What follows belongs to an exercise in optimizing a design on an open flow for small area, a short achievable clock period and few clock cycles per item; a production flow would make more cautious choices. Function was checked by simulation only, so behaviour that the tests miss may differ from the original.

## mdc_b
module mdc_b(
    input ld, clk,
    input [31:0] i_a, i_b,
    output [31:0] res,
    output done);
    reg [31:0] a, b;
    reg [4:0]  k;
    reg        bo;    
    wire bz = (b == 32'd0);
    wire kz = (k == 5'd0);
    wire [31:0] bg  = b & {32{bo}};
    wire [31:0] gg = a & ~bg;
    wire [31:0] pp = ~(a ^ bg);
    reg  [31:0] G, P;
    integer i, j;
    always @* begin
        G = gg; P = pp;
        for (i = 1; i <= 5; i = i + 1)
            for (j = (1 << i) - 1; j < 32; j = j + (1 << i)) begin
                G[j] = G[j] | (P[j] & G[j - (1 << (i - 1))]);
                P[j] = P[j] & P[j - (1 << (i - 1))];
            end
        for (i = 5; i > 0; i = i - 1)
            for (j = (1 << i) + (1 << (i - 1)) - 1; j < 32; j = j + (1 << i)) begin
                G[j] = G[j] | (P[j] & G[j - (1 << (i - 1))]);
                P[j] = P[j] & P[j - (1 << (i - 1))];
            end
    end
    wire [32:0] c   = {G | P, 1'b1};
    wire [32:0] d   = {~c[32], pp ^ c[31:0]};
    wire        eq  = P[31];
    wire        neg = d[32];
    wire both_even  = ~a[0] & ~b[0];
    wire [8:0]  x   = (a[8:0] ^ bg[8:0]) | {7'd0, both_even, 1'b0};
    wire [2:0] sh = x[1] ? 3'd0 : x[2] ? 3'd1 : x[3] ? 3'd2 : x[4] ? 3'd3 :
                    x[5] ? 3'd4 : x[6] ? 3'd5 : x[7] ? 3'd6 : 3'd7;
    wire       big = (x[8:1] == 8'd0);
    wire [40:0] yx = {{9{neg}}, d[32:1]} >> sh;
    wire [31:0] ys = yx[31:0];
    wire [31:0] nb = neg ? {~ys[31:1], 1'b1} : ys;
    reg [31:0] an, bn;
    reg [4:0]  kn;
    always @* begin
        an = a; bn = b; kn = k;
        if (ld) begin
            an = i_a;
            bn = i_b;
            kn = 5'd0;
        end else if (bz) begin
            bn = 32'd0;   
            if (!kz) begin
                an = {a[30:0], 1'b0};
                kn = k - 5'd1;
            end
        end else if (both_even) begin
            an = {1'b0, b[31:1]};
            bn = nb;
            kn = k + 5'd1;
        end else if (!b[0] || (neg && big)) begin
            an = b;
            bn = a;
        end else begin
            if (!neg)
                an = b;
            bn = nb;
        end
    end
    always @(posedge clk) begin
        a  <= an;
        b  <= bn;
        k  <= kn;
        bo <= an[0] & bn[0];
    end
    assign res = a;
    assign done = kz & (bz | (eq & a[0]));
endmodule
clock: 5.5 ns
lec_check: 0
abc_area: 1
cap_margin: 0
core_margin: 2
core_utilization: 55
setup_slack_margin: 2.0
slew_margin: 0
standard.sh (not shown) runs the stock make flow with config.mk's settings and CLKGATE_MAP_FILE= SYNTH_SCRIPT=/design/flow/synth_recipe.tcl, a recipe that flattens the netlist after the stock synthesis.
==> flow/flow/run.sh <==
#!/bin/bash
# The standard layout (standard.sh) with two changes:
#  - the port buffers are sky130_fd_sc_hd__buf_1 (every port still gets one);
#  - clock tree synthesis uses clkbuf_4/clkbuf_8 and inserts no dummy loads.
# The output of the whole run goes to standard.log; ORFS's per-step logs are
# under orfs/logs/.
set -euo pipefail
export BUFFER_PORTS_ARGS="-inputs -outputs -buffer_cell sky130_fd_sc_hd__buf_1"
export CTS_ARGS="-sink_clustering_enable -repair_clock_nets -dont_use_dummy_load -buf_list {sky130_fd_sc_hd__clkbuf_4 sky130_fd_sc_hd__clkbuf_8}"
bash standard.sh > standard.log 2>&1
Testbench counts at the start, summed over its fixed seeds: cycles 72,118, items 3,200.
Next try:
Settings changed: CAP_MARGIN 0 to 20, CORE_UTILIZATION 55 to 60, SLEW_MARGIN 0 to 20.
Result:
- The new run completed without violations
- via count is higher slightly
- wire length is lower slightly
- non-clock buffer count is unchanged
- worst setup slack barely changes
- cell area is higher slightly
- first-iteration DRC count is higher by a few percent
- critical path depth is higher by 5
- hold slack got worse by 0.0035 ns
- area after synthesis is unchanged
Next try:
==> flow/flow/run.sh (replaced) <==
#!/bin/bash
# Standard layout, except that the port buffers are the smallest buffer
# (sky130_fd_sc_hd__buf_1) rather than the cell buffer_ports picks by itself.
# Every input and output port still gets its own buffer.
set -o pipefail
export BUFFER_PORTS_ARGS="-inputs -outputs -buffer_cell sky130_fd_sc_hd__buf_1"
bash standard.sh > standard.log 2>&1
Settings changed: CORE_UTILIZATION 60 to 50, CTS_BUF_LIST from default to sky130_fd_sc_hd__clkbuf_4 sky130_fd_sc_hd__clkbuf_8, SETUP_SLACK_MARGIN 2.0 to 1.7.
Effect: The changed run completed with no timing, DRC or antenna violations. Via count goes down by about 2.1%. Final area goes down by 1.1%. Fmax goes down by 5.5%. Worst setup slack loses 0.20 ns.
Next try:
==> flow/flow/run.sh (replaced) <==
#!/bin/bash
# The standard layout (standard.sh) with two changes:
#  - the port buffers are sky130_fd_sc_hd__buf_1 (every port still gets one);
#  - clock tree synthesis uses clkbuf_4/clkbuf_8 and inserts no dummy loads.
# The output of the whole run goes to standard.log; ORFS's per-step logs are
# under orfs/logs/.
set -euo pipefail
export BUFFER_PORTS_ARGS="-inputs -outputs -buffer_cell sky130_fd_sc_hd__buf_1"
export CTS_ARGS="-sink_clustering_enable -repair_clock_nets -dont_use_dummy_load -buf_list {sky130_fd_sc_hd__clkbuf_4 sky130_fd_sc_hd__clkbuf_8}"
bash standard.sh > standard.log 2>&1
Settings changed: CORE_UTILIZATION 50 to 55, CTS_BUF_LIST sky130_fd_sc_hd__clkbuf_4 sky130_fd_sc_hd__clkbuf_8 to default, SETUP_SLACK_MARGIN 1.7 to 2.2.
Outcome:
- The changed run completed without violations
- critical path depth is lower by 1
- core utilization is higher by 14 points
- synthesized cell count is unchanged
- clock skew stays flat

==> static timing again, ports no longer ideal <==
How much do the figures lean on ideal ports? The routed layouts below were timed once more, with nothing changed but the port constraints.
Step 1: set_driving_cell puts a clkbuf_16 on clk and a buf_2 on each other input, an assumption about the parent block.
Step 2, shift: input delay + t, output delay - t, t = (earliest + latest rising clock arrival at the registers) / 2. This alone moves slack from input paths to output paths.
a / b / c = ideal / step 1 / step 2; a / b = the first two.
| run | t (ns) | setup WS [ns] | worst slew at a driven data input, ns |
|---|---|---|---|
| the first run | 0.374 | 2.099 / 2.069 / 2.225 | 0.04 |
| the second run | 0.369 | 2.098 / 2.067 / 2.216 | 0.03 |
| the third run | 0.385 | 1.901 / 1.867 / 1.957 | 0.04 |
| the fourth run | 0.403 | 2.084 / 2.047 / 2.234 | 0.04 |
After both steps setup and hold are still met in every run listed.
